Context: an optimization exercise on an open-source flow, tuned for small area, a short achievable clock period and few clock cycles per item. The choices shown serve that exercise and are no tape-out recipe. At most, simulation tests tie the RTL to the original design; equivalence was not proved.

==> inputs of yarrow <==
==> flow/design.v (excerpt) <==
module phase_ctrl(
                  input             clk,
                  input             resetn,
                  input             i2c_wr,
                  input  [15:0]     i2c_wdata,
                  input  [3:0]      i2c_addr,
                  input             fifo_empty,
                  input  [17:0]     fifo_rdata,
                  output            fifo_rden,
                  output     [17:0] fifo_wdata,
                  output            fifo_wren,
                  input             fifo_almost_full
                 );
localparam NX = 69;
wire [23:0] enc_a, enc_b;
genvar k;
generate
    for (k = 0; k < 8; k = k + 1) begin : benc
        wire hi  = i2c_wdata[2*k+1];
        wire mid = i2c_wdata[2*k];
        wire lo  = (k == 0) ? 1'b0 : i2c_wdata[(k == 0) ? 0 : 2*k-1];
        wire one = mid ^ lo;
        wire two = (hi & ~mid & ~lo) | (~hi & mid & lo);
        assign enc_a[3*k+2:3*k] = {hi, two, one};
        assign enc_b[3*k+2:3*k] = {~hi, two, one};
    end
endgenerate
reg [23:0] ae;   
reg [23:0] be;   
always @(posedge clk or negedge resetn) begin
    if (!resetn) begin
        ae <= 24'h001000;
        be <= 24'h925924;
    end else if (i2c_wr) begin
        if (i2c_addr == 4'd0) ae <= enc_a;
        if (i2c_addr == 4'd1) be <= enc_b;
    end
end
reg [8:0] sr;
reg [2:0] credit;        
  ...
==> module phase_ctrl, before the edit <==
module phase_ctrl(
                  input             clk,
                  input             resetn,
                  input             i2c_wr,
                  input  [15:0]     i2c_wdata,
                  input  [3:0]      i2c_addr,
                  input             fifo_empty,
                  input  [17:0]     fifo_rdata,
                  output            fifo_rden,
                  output     [17:0] fifo_wdata,
                  output            fifo_wren,
                  input             fifo_almost_full
                 );
localparam NX = 69;
wire [23:0] enc_a, enc_b;
genvar k;
generate
    for (k = 0; k < 8; k = k + 1) begin : benc
        wire hi  = i2c_wdata[2*k+1];
        wire mid = i2c_wdata[2*k];
        wire lo  = (k == 0) ? 1'b0 : i2c_wdata[(k == 0) ? 0 : 2*k-1];
        wire one = mid ^ lo;
        wire two = (hi & ~mid & ~lo) | (~hi & mid & lo);
        assign enc_a[3*k+2:3*k] = {hi, two, one};
        assign enc_b[3*k+2:3*k] = {~hi, two, one};
    end
endgenerate
reg [23:0] ae;   
reg [23:0] be;   
always @(posedge clk or negedge resetn) begin
    if (!resetn) begin
        ae <= 24'h001000;
        be <= 24'h925924;
    end else if (i2c_wr) begin
        if (i2c_addr == 4'd0) ae <= enc_a;
        if (i2c_addr == 4'd1) be <= enc_b;
    end
end
reg [8:0] sr;
reg [2:0] credit;        
reg       hv;            
reg       adv;           
reg       rd_okn;        
reg       rd_gon;        
wire mid = |sr[4:0];
wire ov = |sr[8:3];      
wire can_wr = |credit;
wire idle = ~|sr;
assign fifo_rden = ~(rd_gon & (rd_okn | fifo_empty));    
assign fifo_wren = ov & can_wr;
wire       ov_n = adv ? |sr[7:2] : ov;
wire [2:0] credit_n = (fifo_almost_full ? (idle ? 3'd0 : credit) : 3'd6) - {2'b00, fifo_wren};
wire       adv_n = ~ov_n | (|credit_n);
wire       mid_n = adv ? (|sr[3:0]) | (~mid & ~fifo_empty) : mid;
always @(posedge clk or negedge resetn) begin
    if (!resetn) begin
        sr <= 9'd0;
        hv <= 1'b0;
    end else if (adv) begin
        sr <= {sr[7:0], ~mid & ~fifo_empty};
        if (sr[6]) hv <= 1'b1;
    end
end
always @(posedge clk or negedge resetn) begin
    if (!resetn) begin
        credit <= 3'd0;
        adv <= 1'b1;
        rd_okn <= 1'b0;
        rd_gon <= 1'b1;
    end else begin
        credit <= credit_n;
        adv <= adv_n;
        rd_okn <= ~adv_n;
        rd_gon <= ~(adv_n & mid_n);
    end
end
reg  [15:0]   W;
reg  [15:0]   H0, H1, H2, H3, H4;
reg  [NX-1:0] X;
reg  [15:0]   Y, D;
wire [NX-1:0] x_n;
wire [15:0]   y_n;
wire        rot = sr[1] | sr[2] | sr[3] | sr[5] | sr[6];
wire [15:0] P = H0 & {16{hv}};
mac_s1 s1(.ae(ae), .be(be), .W(W), .P(P), .x(x_n));
mac_s2 s2(.x(X), .y(y_n));
always @(posedge clk) begin
    if (adv) begin
        W <= fifo_rdata[15:0];
        X <= x_n;
        Y <= y_n;
        D <= Y;
        if (rot) begin
            H0 <= H1;
            H1 <= H2;
            H2 <= H3;
            H3 <= H4;
            H4 <= W;
        end
    end
end
assign fifo_wdata = sr[3] ? {2'b01, fifo_rdata[15:0]} :
                    (sr[4] | sr[5] | sr[6]) ? {2'b00, D} :
                    {sr[8], 1'b0, Y};
endmodule
clock: 8.0 ns
lec_check: 0
abc_clock_period_in_ps: 3600
cap_margin: 20
core_margin: 2
core_utilization: 40
cts_cluster_diameter: 100
cts_cluster_size: 25
setup_slack_margin: 4.3
slew_margin: 20
standard.sh (not shown) runs the stock make flow with config.mk's settings and CLKGATE_MAP_FILE= SYNTH_SCRIPT=/design/flow/synth_recipe.tcl, a recipe that flattens the netlist after the stock synthesis.
==> flow/flow/run.sh <==
#!/bin/bash
# Own flow: the standard flow (standard.sh) with two extra netlist steps
# between Yosys and the rest of the layout.  Only combinational cells change;
# the registers are Yosys's own, with their names and cell types.
#  1. fa_polarity.py removes inverters around the full-adder cells: a full
#     adder fed complemented inputs computes complemented outputs.
#  2. remap.py + ABC (area.abc) re-map the plain logic for area, keeping the
#     flip-flops, full/half adders and tie cells as they are.
# The ports are buffered with the smallest buffer cell (buffer_ports
# -buffer_cell) instead of the delay cell buffer_ports picks by itself.
# Each step is proved equivalent to its input netlist (check_eq.ys); a step
# whose proof fails is dropped.
set -euo pipefail
W=$PWD
RES=$W/orfs/results/sky130hd/phase_ctrl/base
YOSYS=$FLOW_HOME/../tools/install/yosys/bin/yosys
LIB=$FLOW_HOME/platforms/sky130hd/lib/sky130_fd_sc_hd__tt_025C_1v80.lib

check() {  # check GOLD GATE LOG
    sed -e "s#LIBFILE#$LIB#" -e "s#GOLDFILE#$1#" -e "s#GATEFILE#$2#" flow/check_eq.ys > $3.ys
    "$YOSYS" -q $3.ys > $3.log 2>&1
}

bash standard.sh $RES/1_2_yosys.v > synth.log 2>&1
cp $RES/1_2_yosys.v $W/netlist_yosys.v
CUR=$W/netlist_yosys.v

if python3 flow/fa_polarity.py $CUR $W/netlist_fapol.v > fa_polarity.log 2>&1 &&
   check $CUR $W/netlist_fapol.v check_fapol; then
    CUR=$W/netlist_fapol.v
    echo "fa_polarity: used" >> fa_polarity.log
else
    echo "fa_polarity: dropped" >> fa_polarity.log
fi

if python3 flow/remap.py $LIB $CUR $W/netlist_remap.v $W/flow/area.abc > remap_run.ys 2> remap_py.log &&
   "$YOSYS" -q remap_run.ys > remap.log 2>&1 &&
   check $CUR $W/netlist_remap.v check_remap; then
    CUR=$W/netlist_remap.v
    echo "remap: used" >> remap.log
else
    echo "remap: dropped" >> remap.log
fi

cp $CUR $RES/1_2_yosys.v
bash standard.sh finish BUFFER_PORTS_ARGS="-buffer_cell sky130_fd_sc_hd__buf_1" > layout.log 2>&1
Other scripts of this flow, unchanged in this note and not shown: flow/flow/area.abc, flow/flow/check_eq.ys, flow/flow/fa_polarity.py, flow/flow/remap.py
==> inputs of fjord, as changes to yarrow <==
Settings changed: SETUP_SLACK_MARGIN 4.3 to 4.38.
==> inputs of quartz, as changes to yarrow <==
--- a/flow/design.v
+++ b/flow/design.v
@@ -743,4 +743,2 @@
 reg       adv;           
-reg       rd_okn;        
-reg       rd_gon;        
 wire mid = |sr[4:0];
@@ -749,3 +747,3 @@
 wire idle = ~|sr;
-assign fifo_rden = ~(rd_gon & (rd_okn | fifo_empty));    
+assign fifo_rden = (adv & mid) | (adv & ~fifo_empty);
 assign fifo_wren = ov & can_wr;
@@ -753,4 +751,2 @@
 wire [2:0] credit_n = (fifo_almost_full ? (idle ? 3'd0 : credit) : 3'd6) - {2'b00, fifo_wren};
-wire       adv_n = ~ov_n | (|credit_n);
-wire       mid_n = adv ? (|sr[3:0]) | (~mid & ~fifo_empty) : mid;
 always @(posedge clk or negedge resetn) begin
@@ -768,9 +764,5 @@
         adv <= 1'b1;
-        rd_okn <= 1'b0;
-        rd_gon <= 1'b1;
     end else begin
         credit <= credit_n;
-        adv <= adv_n;
-        rd_okn <= ~adv_n;
-        rd_gon <= ~(adv_n & mid_n);
+        adv <= ~ov_n | (|credit_n);
     end
Settings changed: CTS_BUF_LIST set to sky130_fd_sc_hd__clkbuf_8 sky130_fd_sc_hd__clkbuf_16.
==> inputs of xenon, as changes to yarrow <==
--- a/flow/design.v
+++ b/flow/design.v
@@ -743,4 +743,2 @@
 reg       adv;           
-reg       rd_okn;        
-reg       rd_gon;        
 wire mid = |sr[4:0];
@@ -749,3 +747,3 @@
 wire idle = ~|sr;
-assign fifo_rden = ~(rd_gon & (rd_okn | fifo_empty));    
+assign fifo_rden = (adv & mid) | (adv & ~fifo_empty);
 assign fifo_wren = ov & can_wr;
@@ -753,4 +751,2 @@
 wire [2:0] credit_n = (fifo_almost_full ? (idle ? 3'd0 : credit) : 3'd6) - {2'b00, fifo_wren};
-wire       adv_n = ~ov_n | (|credit_n);
-wire       mid_n = adv ? (|sr[3:0]) | (~mid & ~fifo_empty) : mid;
 always @(posedge clk or negedge resetn) begin
@@ -768,9 +764,5 @@
         adv <= 1'b1;
-        rd_okn <= 1'b0;
-        rd_gon <= 1'b1;
     end else begin
         credit <= credit_n;
-        adv <= adv_n;
-        rd_okn <= ~adv_n;
-        rd_gon <= ~(adv_n & mid_n);
+        adv <= ~ov_n | (|credit_n);
     end
==> results.cfg <==
[status]
status = no timing/DRC/antenna violations

[timing]
setup_slack_ns = 4.198
fin_crit_sh_pct = 47.52

[setup_path]
path_class = register to register
cp-start-kind = register
arrival_ns = 4.09
critPathMaxStageDelay_ns = 0.56

[cells_and_area]
nClkBuffers = 21
buf_share_pct = 4.827
the above is filed under fjord

==> results.cfg <==
[timing]
fin_crit_sh_pct = 47.38
max-slew-margin-rel_pct = 30.17

[setup_path]
critPathMaxStageDelay_ns = 0.58
required_ns = 8.29

[global_routing]
use_met3_pct = 4.309

[synthesis]
yosysWarningCount = 1

[status]
status = no timing/DRC/antenna violations

[cells_and_area]
n_all_inverters = 112
nClkBuffers = 20
buf_share_pct = 3.372

[floorplanning]
io_pins = 63
the above is filed under yarrow

==> results.cfg <==
[timing]
fin_crit_sh_pct = 45.34
setup_slack_ns = 4.372

[setup_path]
path_class = input pin to output pin
critPathMaxStageDelay_ns = 0.15
cp-start-kind = input pin
arrival_ns = 2.03

[clocking]
post_cts_buffers = 8

[cells_and_area]
largest_reg_flops = 69
final_common_cell = xnor2_1
nClkBuffers = 22
buf_share_pct = 3.617
top_regs = X x69, ae x24, be x24
antennaDiodeCount = 0

[floorplanning]
core-area_um2 = 44410

[status]
status = no timing/DRC/antenna violations
the above is filed under xenon

==> results.cfg <==
[setup_path]
cp-start-kind = register
path_class = register to register
critPathMaxStageDelay_ns = 1.06
arrival_ns = 3.89
critPathSlowestCell = edfxtp_1

[cells_and_area]
nClkBuffers = 16
buf_share_pct = 3.617
nets = 1808

[timing]
fin_crit_sh_pct = 45.42
setup_slack_ns = 4.367

[clocking]
clk_pin_slew_ns = 0.09
clock_latency_ns = 0.51

[status]
status = no timing/DRC/antenna violations

[power]
the above is filed under quartz

Testbench counts of quartz, summed over its fixed seeds: cycles 2,336, frames 384.
Testbench counts of xenon, summed over its fixed seeds: cycles 2,336, frames 384.
For yarrow and fjord, only the layout was checked, not whether the RTL still works.

-- port drivers added, routing unchanged --
Ports are ideal in the flow. The routed layouts listed here were re-timed in OpenROAD.
Step 1, drivers: a clkbuf_16 drives clk and a buf_2 each remaining input, both assumed.
Step 2 moves the port delays by t, midway between the first and last clock arrival at a register: inputs arrive t later, outputs are due t later. That takes back most of the time a late clock gives input paths.
Slacks: ideal ports / drivers / drivers and shift; pairs: ideal ports / drivers.
| run | t (ns) | setup slack, ns | slew at the worst register clock pin (ns) |
|---|---|---|---|
| yarrow | 0.585 | 4.210 / 4.210 / 4.210 | 0.10 / 0.10 |
| fjord | 0.584 | 4.198 / 4.198 / 4.198 | 0.10 / 0.10 |
| quartz | 0.558 | 4.367 / 4.344 / 4.344 | 0.10 / 0.10 |
| xenon | 0.561 | 4.372 / 4.344 / 4.344 | 0.10 / 0.10 |
After both steps every run listed still meets setup and hold. For xenon, which loses most, drivers alone change the setup slack by -0.028 ns; drivers and shift together by -0.028 ns.
